Context: an optimization exercise on an open-source flow, tuned for small area, a short achievable clock period and few clock cycles. The choices shown serve that exercise and are no tape-out recipe.
At most, simulation tests tie the RTL to the original design; equivalence was not proved.
No activity file was given, so power comes from the tool's default toggle rates.

before:
Design IntegracaoModulos, start of the top module:
module IntegracaoModulos(
	input clock,
	input reset,
	output [15:0] imem_addr,
	input  [15:0] imem_data,
	output [15:0] dmem_addr,
	output [15:0] dmem_wdata,
	output dmem_we,
	input  [15:0] dmem_rdata,
	output halted
);
	reg [15:0] PC;         
	reg [15:0] IR;         
	reg [15:0] RA, RB;     
	reg        valido;     
	reg        halted_r;   
	reg        escrita;    
	reg  [6:0] sel;        
	reg  [2:0] yctl;       
	wire [1:0] formato = IR[15:14];
	wire [4:0] op = IR[10:6];
	wire [15:0] A, B, RESU, proximo;
	wire Z, C, S, O, salto;
	wire [3:0] ZCSO;
	wire eh_alu   = (formato == 2'b10);
	wire eh_store = eh_alu && (op == 5'b01011);
	wire eh_jreg  = (formato == 2'b00) && (IR[13:12] == 2'b11);
	wire eh_jal   = eh_jreg && !IR[11];
	wire desvia   = valido && (formato == 2'b00) && (IR[13] ? 1'b1 : salto);
	wire [2:0] Sel_E = eh_jal ? 3'd6 : IR[13:11];
	wire [15:0] E = RESU;
	wire [15:0] literal = IR[15] ? {IR[7:0], IR[7:0]} : {{5{IR[10]}}, IR[10:0]};
	wire escreve = valido && ((formato == 2'b01) || (eh_alu && !eh_store) || eh_jal);
	wire hab_lo = escreve || (valido && formato == 2'b11 && !IR[10]);
	wire hab_hi = escreve || (valido && formato == 2'b11 && IR[10]);
	wire [2:0] Sel_A = imem_data[5:3];
	wire [2:0] Sel_B = imem_data[2:0];
	Banco_Registro Banco_Registro(
  ...
==> module Extensor, before the edit <==
module Extensor(
	input [15:0] instrucao,
	input desvia,              
	input [15:0] PC,
	input [15:0] B,
	output [15:0] proximo
);
	wire [15:0] desloc = instrucao[13] ? {{4{instrucao[11]}}, instrucao[11:0]}    
	                                   : {{8{instrucao[7]}}, instrucao[7:0]};     
	wire [15:0] alvo = (instrucao[13:12] == 2'b11) ? B : PC + desloc;
	assign proximo = desvia ? alvo : PC + 16'd1;
endmodule
clock: 9.0 ns
lec_check: 0
cap_margin: 20
core_margin: 2
core_utilization: 40
slew_margin: 20
standard.sh (not shown) runs the stock make flow with config.mk's settings and CLKGATE_MAP_FILE= SYNTH_SCRIPT=/design/flow/synth_recipe.tcl, a recipe that flattens the netlist after the stock synthesis.
==> flow/flow/run.sh <==
#!/bin/bash
# The standard layout, with changes to how it is made:
#  - ports are buffered with buf_2 cells (by default buffer_ports picks a
#    delay buffer, clkdlybuf4s50_1, which is larger and slower);
#  - clock tree synthesis adds no dummy loads and uses clkbuf_8 buffers;
set -euo pipefail
bash standard.sh \
	"SETUP_SLACK_MARGIN=6" "TNS_END_PERCENT=0" \
	"BUFFER_PORTS_ARGS=-buffer_cell sky130_fd_sc_hd__buf_2" \
	"CTS_ARGS=-sink_clustering_enable -repair_clock_nets -dont_use_dummy_load -buf_list sky130_fd_sc_hd__clkbuf_8" \
	finish > standard.log 2>&1
before ended with every stage complete and zero timing, DRC or antenna violations.
Testbench counts of before, summed over its fixed seeds: cycles 28,186.
Input changes introduced in after (baseline for comparison: before):
--- a/flow/design.v
+++ b/flow/design.v
@@ -94,10 +94,10 @@
 	input [15:0] B,
 	output [15:0] proximo
 );
-	wire [15:0] desloc = instrucao[13] ? {{4{instrucao[11]}}, instrucao[11:0]}    
+	wire [15:0] desloc = !desvia ? 16'd1
+	                   : instrucao[13] ? {{4{instrucao[11]}}, instrucao[11:0]}    
 	                                   : {{8{instrucao[7]}}, instrucao[7:0]};     
-	wire [15:0] alvo = (instrucao[13:12] == 2'b11) ? B : PC + desloc;
-	assign proximo = desvia ? alvo : PC + 16'd1;
+	assign proximo = (desvia && instrucao[13:12] == 2'b11) ? B : PC + desloc;
 endmodule
 module Banco_Registro (
 	input clock,
--- outcome ---
- Count of cell instances traversed by the critical path, after and before: smaller value in before
- Looking at post-synthesis to final-layout area growth, after sits 1.6 points higher than before does.
- Relative to before, placement-stage worst setup slack has gone down in after.
- after vs. before: DRC violation total after the first TritonRoute iteration has increased; met3 track utilization from global routing shows an increase of 1.7 points.
- after and before ended up with nearly the same sequential share of layout area.
- Highest cell delay on the worst timing path for after: 0.04 ns down relative to before
- Between after and before, synthesized-area fraction occupied by and/or/nand/nor cells is lower for after, before comes in above that.
- Compared with before, in after via count of the first global-routing pass dropped about 5.6%, share of the clock period used by the worst path picked up an extra 3.8 points.
- Clock network area share essentially unchanged between before and after.
- Compare after and before | count of vias placed by the detailed router higher: before
Function not checked in after: the RTL went through the layout flow alone.

---

IntegracaoModulos, a different RTL version from the one above (not shown whole).
For scale: ~200 flip-flops, about 0.012 mm^2 of cells after synthesis.
==> module ULA, before the edit <==
module ULA (
	input  [15:0] A,
	input  [15:0] B,
	input  [4:0]  OP,
	output reg [15:0] RESU,
	output O,
	output C,
	output S,
	output Z
);
	wire [15:0] Y = OP[1] ? {16{OP[2]}} : (B ^ {16{OP[2]}});
	wire [16:0] SOMA = {1'b0, A} + {1'b0, Y} + {16'd0, OP[0]};
	wire arit_ok = (OP[2:0] != 3'b010) && (OP[2:0] != 3'b111);
	wire C_arit = SOMA[16] ^ (OP[2] & ~OP[1]);
	assign O = (A[15] == Y[15]) && (SOMA[15] != A[15]);
	wire um = (OP[3:0] == 4'b1111);
	wire [15:0] LOGICA;
	genvar i;
	generate
		for (i = 0; i < 16; i = i + 1) begin : g_logica
			assign LOGICA[i] = OP[{~B[i], ~A[i]}] && (i == 0 || !um);
		end
	endgenerate
	always @(*) begin
		if (OP[4])
			RESU = LOGICA;
		else if (!OP[3])
			RESU = arit_ok ? SOMA[15:0] : 16'd0;
		else if (OP[2:0] == 3'b000)
			RESU = {A[14:0], 1'b0};
		else if (OP[2:0] == 3'b001)
			RESU = {A[15], A[15:1]};
		else
			RESU = 16'd0;
	end
	assign C = OP[3] ? (OP[0] ? A[0] : A[15]) : C_arit;
	assign S = RESU[15];
	assign Z = (RESU == 16'd0);
endmodule
==> module IntegracaoModulos, before the edit <==
module IntegracaoModulos(
	input clock,
	input reset,
	output [15:0] imem_addr,
	input  [15:0] imem_data,
	output [15:0] dmem_addr,
	output [15:0] dmem_wdata,
	output dmem_we,
	input  [15:0] dmem_rdata,
	output halted
);
	reg [15:0] PC;         
	reg [15:0] IR;         
	reg [15:0] RA, RB;     
	reg        valido;     
	reg        halted_r;   
	reg        escrita;    
	wire [1:0] formato = IR[15:14];
	wire [4:0] op = IR[10:6];
	wire [15:0] A, B, RESU, proximo;
	wire Z, C, S, O, salto;
	wire [3:0] ZCSO;
	wire eh_alu   = (formato == 2'b10);
	wire eh_store = eh_alu && (op == 5'b01011);
	wire eh_load  = eh_alu && (op == 5'b01010);
	wire eh_jreg  = (formato == 2'b00) && (IR[13:12] == 2'b11);
	wire eh_jal   = eh_jreg && !IR[11];
	wire desvia   = valido && (formato == 2'b00) && (IR[13] ? 1'b1 : salto);
	wire [2:0] Sel_E = eh_jal ? 3'd6 : IR[13:11];
	reg  [15:0] E;
	always @(*) begin
		case (formato)
			2'b01:   E = {{5{IR[10]}}, IR[10:0]};
			2'b11:   E = {IR[7:0], IR[7:0]};
			2'b10:   E = eh_load ? dmem_rdata : RESU;
			default: E = PC;
		endcase
	end
	wire escreve = valido && ((formato == 2'b01) || (eh_alu && !eh_store) || eh_jal);
	wire hab_lo = escreve || (valido && formato == 2'b11 && !IR[10]);
	wire hab_hi = escreve || (valido && formato == 2'b11 && IR[10]);
	wire [2:0] Sel_A = imem_data[5:3];
	wire [2:0] Sel_B = imem_data[2:0];
	Banco_Registro Banco_Registro(
		.clock(clock), .Hab_Lo(hab_lo), .Hab_Hi(hab_hi), .Sel_E(Sel_E), .E(E),
		.Sel_A(Sel_A), .Sel_B(Sel_B), .A(A), .B(B)
	);
	wire fA = (Sel_A == Sel_E), fB = (Sel_B == Sel_E);
	always @(posedge clock) begin
		if (reset) begin
			PC <= 16'd0;
			valido <= 1'b0;
			halted_r <= 1'b0;
			escrita <= 1'b0;
		end else begin
			PC <= proximo;
			valido <= !desvia;
			if (!desvia && imem_data == 16'h2FFF)
				halted_r <= 1'b1;
			escrita <= !desvia && (imem_data[15:14] == 2'b10) && (imem_data[10:6] == 5'b01011);
		end
		IR <= imem_data;
		RA[7:0]  <= (fA && hab_lo) ? E[7:0]  : A[7:0];
		RA[15:8] <= (fA && hab_hi) ? E[15:8] : A[15:8];
		RB[7:0]  <= (fB && hab_lo) ? E[7:0]  : B[7:0];
		RB[15:8] <= (fB && hab_hi) ? E[15:8] : B[15:8];
	end
	assign imem_addr = PC;
	assign halted = halted_r;
	Extensor Extensor(.instrucao(IR), .desvia(desvia), .PC(PC), .B(RB), .proximo(proximo));
	ULA ULA(.A(RA), .B(RB), .OP(op), .RESU(RESU), .O(O), .C(C), .S(S), .Z(Z));
	Registrador_Flags Registrador_Flags(
		.clock(clock), .reset(reset), .habilita(valido && eh_alu), .controleOperacao(op),
		.Z(Z), .C(C), .S(S), .O(O), .ZCSO(ZCSO)
	);
	TesteFlagsTemporario TesteFlagsTemporario(
		.RFlag_ZCSO(ZCSO), .condicao(IR[11:8]), .Ver_Fal(IR[12]), .saida(salto)
	);
	assign dmem_addr  = RA;
	assign dmem_wdata = RB;
	assign dmem_we    = escrita;
endmodule
Settings: LEC_CHECK=0, CAP_MARGIN=20, CORE_MARGIN=2, CORE_UTILIZATION=40, SETUP_SLACK_MARGIN=5, SLEW_MARGIN=20; clock period 9.0 ns.
==> flow/flow/run.sh <==
#!/bin/bash
# The standard layout, with two changes to how it is made:
#  - ports are buffered with buf_2 cells (by default buffer_ports picks a
#    delay buffer, clkdlybuf4s50_1, which is larger and slower);
#  - clock tree synthesis adds no dummy loads.
set -euo pipefail
bash standard.sh \
	"BUFFER_PORTS_ARGS=-buffer_cell sky130_fd_sc_hd__buf_2" \
	"CTS_ARGS=-sink_clustering_enable -repair_clock_nets -dont_use_dummy_load -buf_list sky130_fd_sc_hd__clkbuf_8" \
	finish > standard.log 2>&1
Testbench counts at the start, summed over its fixed seeds: cycles 28,186.
Rerun with:
--- a/flow/design.v
+++ b/flow/design.v
@@ -1,17 +1,20 @@
 module ULA (
 	input  [15:0] A,
 	input  [15:0] B,
 	input  [4:0]  OP,
-	output reg [15:0] RESU,
+	input  [6:0]  SEL,         
+	input  [15:0] LIDO,        
+	input  [15:0] LITERAL,
+	input  [15:0] LINK,
+	output [15:0] RESU,        
 	output O,
 	output C,
 	output S,
 	output Z
 );
 	wire [15:0] Y = OP[1] ? {16{OP[2]}} : (B ^ {16{OP[2]}});
 	wire [16:0] SOMA = {1'b0, A} + {1'b0, Y} + {16'd0, OP[0]};
-	wire arit_ok = (OP[2:0] != 3'b010) && (OP[2:0] != 3'b111);
 	wire C_arit = SOMA[16] ^ (OP[2] & ~OP[1]);
 	assign O = (A[15] == Y[15]) && (SOMA[15] != A[15]);
 	wire um = (OP[3:0] == 4'b1111);
 	wire [15:0] LOGICA;
@@ -20,23 +23,16 @@
 		for (i = 0; i < 16; i = i + 1) begin : g_logica
 			assign LOGICA[i] = OP[{~B[i], ~A[i]}] && (i == 0 || !um);
 		end
 	endgenerate
-	always @(*) begin
-		if (OP[4])
-			RESU = LOGICA;
-		else if (!OP[3])
-			RESU = arit_ok ? SOMA[15:0] : 16'd0;
-		else if (OP[2:0] == 3'b000)
-			RESU = {A[14:0], 1'b0};
-		else if (OP[2:0] == 3'b001)
-			RESU = {A[15], A[15:1]};
-		else
-			RESU = 16'd0;
-	end
+	wire [15:0] LS = ({16{SEL[1]}} & LOGICA)
+	               | ({16{SEL[2]}} & {A[14:0], 1'b0})
+	               | ({16{SEL[3]}} & {A[15], A[15:1]});
+	assign RESU = ({16{SEL[0]}} & SOMA[15:0]) | LS
+	            | ({16{SEL[4]}} & LIDO) | ({16{SEL[5]}} & LITERAL) | ({16{SEL[6]}} & LINK);
 	assign C = OP[3] ? (OP[0] ? A[0] : A[15]) : C_arit;
-	assign S = RESU[15];
-	assign Z = (RESU == 16'd0);
+	assign S = SEL[0] ? SOMA[15] : LS[15];
+	assign Z = SEL[0] ? (SOMA[15:0] == 16'd0) : (LS == 16'd0);
 endmodule
 module Registrador_Flags(
 	input clock,
 	input reset,
@@ -138,29 +134,22 @@
 	reg [15:0] RA, RB;     
 	reg        valido;     
 	reg        halted_r;   
 	reg        escrita;    
+	reg  [6:0] sel;        
 	wire [1:0] formato = IR[15:14];
 	wire [4:0] op = IR[10:6];
 	wire [15:0] A, B, RESU, proximo;
 	wire Z, C, S, O, salto;
 	wire [3:0] ZCSO;
 	wire eh_alu   = (formato == 2'b10);
 	wire eh_store = eh_alu && (op == 5'b01011);
-	wire eh_load  = eh_alu && (op == 5'b01010);
 	wire eh_jreg  = (formato == 2'b00) && (IR[13:12] == 2'b11);
 	wire eh_jal   = eh_jreg && !IR[11];
 	wire desvia   = valido && (formato == 2'b00) && (IR[13] ? 1'b1 : salto);
 	wire [2:0] Sel_E = eh_jal ? 3'd6 : IR[13:11];
-	reg  [15:0] E;
-	always @(*) begin
-		case (formato)
-			2'b01:   E = {{5{IR[10]}}, IR[10:0]};
-			2'b11:   E = {IR[7:0], IR[7:0]};
-			2'b10:   E = eh_load ? dmem_rdata : RESU;
-			default: E = PC;
-		endcase
-	end
+	wire [15:0] E = RESU;
+	wire [15:0] literal = IR[15] ? {IR[7:0], IR[7:0]} : {{5{IR[10]}}, IR[10:0]};
 	wire escreve = valido && ((formato == 2'b01) || (eh_alu && !eh_store) || eh_jal);
 	wire hab_lo = escreve || (valido && formato == 2'b11 && !IR[10]);
 	wire hab_hi = escreve || (valido && formato == 2'b11 && IR[10]);
 	wire [2:0] Sel_A = imem_data[5:3];
@@ -169,8 +158,20 @@
 		.clock(clock), .Hab_Lo(hab_lo), .Hab_Hi(hab_hi), .Sel_E(Sel_E), .E(E),
 		.Sel_A(Sel_A), .Sel_B(Sel_B), .A(A), .B(B)
 	);
 	wire fA = (Sel_A == Sel_E), fB = (Sel_B == Sel_E);
+	wire [1:0] fmt_F = imem_data[15:14];
+	wire [4:0] op_F  = imem_data[10:6];
+	wire [6:0] sel_F = {
+		(fmt_F == 2'b00) && (imem_data[13:11] == 3'b110),                   
+		fmt_F[0],                                                             
+		(fmt_F == 2'b10) && (op_F == 5'b01010),                               
+		(fmt_F == 2'b10) && (op_F == 5'b01001),                               
+		(fmt_F == 2'b10) && (op_F == 5'b01000),                               
+		(fmt_F == 2'b10) && op_F[4],                                          
+		(fmt_F == 2'b10) && (op_F[4:3] == 2'b00) && (op_F[2:0] != 3'b010)
+		                 && (op_F[2:0] != 3'b111)                             
+	};
 	always @(posedge clock) begin
 		if (reset) begin
 			PC <= 16'd0;
 			valido <= 1'b0;
@@ -183,17 +184,19 @@
 				halted_r <= 1'b1;
 			escrita <= !desvia && (imem_data[15:14] == 2'b10) && (imem_data[10:6] == 5'b01011);
 		end
 		IR <= imem_data;
+		sel <= sel_F;
 		RA[7:0]  <= (fA && hab_lo) ? E[7:0]  : A[7:0];
 		RA[15:8] <= (fA && hab_hi) ? E[15:8] : A[15:8];
 		RB[7:0]  <= (fB && hab_lo) ? E[7:0]  : B[7:0];
 		RB[15:8] <= (fB && hab_hi) ? E[15:8] : B[15:8];
 	end
 	assign imem_addr = PC;
 	assign halted = halted_r;
 	Extensor Extensor(.instrucao(IR), .desvia(desvia), .PC(PC), .B(RB), .proximo(proximo));
-	ULA ULA(.A(RA), .B(RB), .OP(op), .RESU(RESU), .O(O), .C(C), .S(S), .Z(Z));
+	ULA ULA(.A(RA), .B(RB), .OP(op), .SEL(sel), .LIDO(dmem_rdata), .LITERAL(literal),
+	        .LINK(PC), .RESU(RESU), .O(O), .C(C), .S(S), .Z(Z));
 	Registrador_Flags Registrador_Flags(
 		.clock(clock), .reset(reset), .habilita(valido && eh_alu), .controleOperacao(op),
 		.Z(Z), .C(C), .S(S), .O(O), .ZCSO(ZCSO)
 	);
Result: Register-to-register slack got worse by 60 ps. Cell area goes up by about 2.4%. Synthesized cell count goes down by about 0.8%. Worst setup slack got worse by 56 ps. Worst hold slack got worse by 33 ps. Combinational power goes up by about 1%. Power goes up by about 14%. Clock skew goes up by 13 ps.
Only the layout flow was run in the second run of this note; the RTL was not checked for function there.

[port drivers added, routing unchanged]
The flow's constraints put no driver on any port. The routed layouts listed below were extracted and timed again, unchanged, in two steps. Step 1 assumes that a clkbuf_16 drives the clock port and a buf_2 every other input. Step 2 moves the port delays by t, midway between the first and last clock arrival at a register: inputs arrive t later, outputs are due t later. That takes back most of the time a late clock gives input paths. a / b / c = no drivers / after step 1 / after step 2; a / b = the first two.
run | t, ns | setup WS [ns] | worst setup path at the end | latest minus earliest clock arrival (ns) | cell pins on the clock port's net
before | 0.547 | 5.894 / 5.844 / 5.435 | input to register | 0.063 / 0.063 | 1
after | 0.553 | 5.556 / 5.556 / 5.090 | input to register | 0.074 / 0.074 | 1
the first run of note 2 | 0.511 | 5.175 / 5.175 / 5.098 | input to register | 0.046 / 0.046 | 1
the second run of note 2 | 0.543 | 5.119 / 5.119 / 4.977 | input to register | 0.059 / 0.059 | 1
After both steps every run listed still meets setup and hold. For after, which loses most, drivers alone change the setup slack by 0.000 ns; drivers and shift together by -0.466 ns.
